Context: an optimization exercise on an open-source flow, tuned for small area. The choices shown serve that exercise and are no tape-out recipe. The RTL was checked by simulation tests, not by an equivalence proof against the original design. The flow treats the clock pin as an ideal source, which a real chip does not have. No activity file was given, so power comes from the tool's default toggle rates.

## AHB_master
module AHB_master(
	input wire HCLK,
	input wire HRESET_n,
	input wire d_EN,
	input wire d_busy,
	input wire d_write,
	input wire [31:0] d_wdata,
	input wire [2:0] d_burst,
	input wire [31:0] d_addr,
	input wire [2:0] d_size,
	input wire d_burst_stop,
	input wire HREADY,
	input wire HRESP,
	input wire [31:0] HRDATA,
	output reg [31:0] HADDR,
	output reg [2:0] HBURST,
	output reg [2:0] HSIZE,
	output reg [1:0] HTRANS,
	output reg [31:0] HWDATA,
	output reg HWRITE
);
For scale: roughly 310 cells after synthesis, ~110 flip-flops, roughly 180 I/O pins, ~4500 sq um of cells after synthesis.
Settings: LEC_CHECK=0, CAP_MARGIN=20, CORE_MARGIN=2, CORE_UTILIZATION=40, CTS_BUF_LIST=sky130_fd_sc_hd__clkbuf_8, SLEW_MARGIN=20; clock period 4.0 ns.
standard.sh (not shown) runs the stock make flow with config.mk's settings and CLKGATE_MAP_FILE= SYNTH_SCRIPT=/design/flow/synth_recipe.tcl, a recipe that flattens the netlist after the stock synthesis.
==> flow/flow/run.sh <==
#!/bin/bash
# The standard layout with three changes: abc maps the logic with an
# area-oriented script (flow/area.abc), ports get the smallest buffer, and
# CTS uses clkbuf_8 without dummy loads.
set -o pipefail
here=$(pwd)
export AREA_ABC_SCRIPT=$here/flow/area.abc
export BUFFER_PORTS_ARGS="-buffer_cell sky130_fd_sc_hd__buf_1"
export PRE_CTS_TCL=$here/flow/pre_cts.tcl
export POST_CTS_TCL=$here/flow/post_cts.tcl
export CTS_ARGS="-sink_clustering_enable -repair_clock_nets -buf_list sky130_fd_sc_hd__clkbuf_8 -dont_use_dummy_load"
sed "s#SYNTH_SCRIPT=[^ ]*#SYNTH_SCRIPT=$here/flow/my_synth.tcl#" standard.sh > my_standard.sh
bash my_standard.sh > standard.log 2>&1
==> flow/flow/area.abc <==
strash
&get -n
&st
&syn2
&dch -f
&nf -R 1000
&put
topo
==> flow/flow/my_synth.tcl <==
proc synth {args} { yosys synth -nofsm -noshare {*}$args }
# synth_recipe.tcl with one change: abc maps with flow/area.abc instead of ORFS's script.
proc abc {args} { set i [lsearch $args -script]; if {$i >= 0} { lset args [expr {$i+1}] $::env(AREA_ABC_SCRIPT) }; yosys abc {*}$args }
source $::env(SCRIPTS_DIR)/synth.tcl
# left out here: clear keep_hierarchy, flatten, clean up, hide names made inside functions, write 1_2_yosys.v
==> flow/flow/post_cts.tcl <==
set_max_fanout 100000 [current_design]
==> flow/flow/pre_cts.tcl <==
set_max_fanout 28 [current_design]
Edit:
--- a/flow/flow/run.sh
+++ b/flow/flow/run.sh
@@ -8,5 +8,3 @@
 export BUFFER_PORTS_ARGS="-buffer_cell sky130_fd_sc_hd__buf_1"
-export PRE_CTS_TCL=$here/flow/pre_cts.tcl
-export POST_CTS_TCL=$here/flow/post_cts.tcl
-export CTS_ARGS="-sink_clustering_enable -repair_clock_nets -buf_list sky130_fd_sc_hd__clkbuf_8 -dont_use_dummy_load"
+export CTS_ARGS="-sink_clustering_enable -sink_clustering_levels 1 -sink_clustering_size 30 -sink_clustering_max_diameter 300 -repair_clock_nets -buf_list sky130_fd_sc_hd__clkbuf_8 -dont_use_dummy_load"
 sed "s#SYNTH_SCRIPT=[^ ]*#SYNTH_SCRIPT=$here/flow/my_synth.tcl#" standard.sh > my_standard.sh
==> flow/flow/area.abc (replaced) <==
strash
&get -n
&st
&syn2
&dch -f
&nf -R 1000
&put
strash
&get -n
&st
&syn2
&dch -f
&nf -R 1000
&put
topo
removed: flow/flow/post_cts.tcl
removed: flow/flow/pre_cts.tcl
Outcome: Via count went down by 2.0%. Combinational power went down by 14%. Utilization went down by 0.11 points. Power went down by 8.7%. Wire length went down by 3.3%. Final area stays flat.
Edit:
--- a/flow/flow/run.sh
+++ b/flow/flow/run.sh
@@ -8,3 +8,3 @@
 export BUFFER_PORTS_ARGS="-buffer_cell sky130_fd_sc_hd__buf_1"
-export CTS_ARGS="-sink_clustering_enable -sink_clustering_levels 1 -sink_clustering_size 30 -sink_clustering_max_diameter 300 -repair_clock_nets -buf_list sky130_fd_sc_hd__clkbuf_8 -dont_use_dummy_load"
+export CTS_ARGS="-sink_clustering_enable -repair_clock_nets -buf_list sky130_fd_sc_hd__clkbuf_8 -dont_use_dummy_load"
 sed "s#SYNTH_SCRIPT=[^ ]*#SYNTH_SCRIPT=$here/flow/my_synth.tcl#" standard.sh > my_standard.sh
==> flow/flow/area.abc (replaced) <==
strash
&get -n
&st
&syn2
&dch -f
&nf -R 1000
&put
topo
After rerunning: The changed run finished with timing, DRC and antenna clean; worst setup slack loses 0.19 ns; utilization rose by 0.11 points; via count grows by 2.0%; maximum frequency fell by 5.5%; critical path depth goes up by 4; final area is about the same; first-iteration DRC count grows by 60%; die area is about the same; routed wire length climbs by 3.4%; clock power climbs by about 1%; sequential share of layout area came out lower by 0.12 points.
Edit:
==> flow/flow/area.abc (replaced) <==
strash
&get -n
&st
&syn2
&dch -f
&nf -R 1000
&put
strash
&get -n
&st
&syn2
&dch -f
&nf -R 1000
&put
topo
Flip-flop and latch count is unchanged; clock skew is lower by 0.0065 ns; critical path depth is lower by 4.
Edit:
--- a/flow/flow/run.sh
+++ b/flow/flow/run.sh
@@ -8,2 +8,4 @@
 export BUFFER_PORTS_ARGS="-buffer_cell sky130_fd_sc_hd__buf_1"
+export PRE_CTS_TCL=$here/flow/pre_cts.tcl
+export POST_CTS_TCL=$here/flow/post_cts.tcl
 export CTS_ARGS="-sink_clustering_enable -repair_clock_nets -buf_list sky130_fd_sc_hd__clkbuf_8 -dont_use_dummy_load"
==> flow/flow/area.abc (replaced) <==
strash
&get -n
&st
&syn2
&dch -f
&nf -R 1000
&put
topo
==> flow/flow/post_cts.tcl (new file) <==
set_max_fanout 100000 [current_design]
==> flow/flow/pre_cts.tcl (new file) <==
set_max_fanout 40 [current_design]
Outcome: Total power climbs by roughly a tenth; cell count climbs slightly; register-to-register slack gets worse by 0.19 ns; utilization climbs by 0.11 points; flip-flop and latch count does not change.

port drivers added, routing unchanged:
How much do the figures lean on ideal ports? The routed layouts below were timed once more, with nothing changed but the port constraints.
Step 1 (the two cells are an assumption about what drives the block):
set clk [get_ports {HCLK}]
set_driving_cell -lib_cell sky130_fd_sc_hd__clkbuf_16 $clk
set_driving_cell -lib_cell sky130_fd_sc_hd__buf_2 [delete_from_list [all_inputs] $clk]
Step 2 also shifts input and output timing later by t, the mid clock arrival at the registers, as if the neighbouring blocks saw the same clock.
Three values: ideal, step 1, step 2; two values: the first two.
run | shift t [ns] | slack for setup (ns) | hold WS [ns]
the first run | 0.400 | 0.509 / 0.509 / 0.424 | 0.459 / 0.459 / 0.459
the second run | 0.393 | 0.700 / 0.700 / 0.571 | 0.438 / 0.438 / 0.438
the third run | 0.400 | 0.509 / 0.509 / 0.424 | 0.459 / 0.459 / 0.459
the fourth run | 0.393 | 0.700 / 0.700 / 0.571 | 0.438 / 0.438 / 0.438
the fifth run | 0.400 | 0.509 / 0.509 / 0.424 | 0.459 / 0.459 / 0.459
After both steps setup and hold are still met in every run listed.
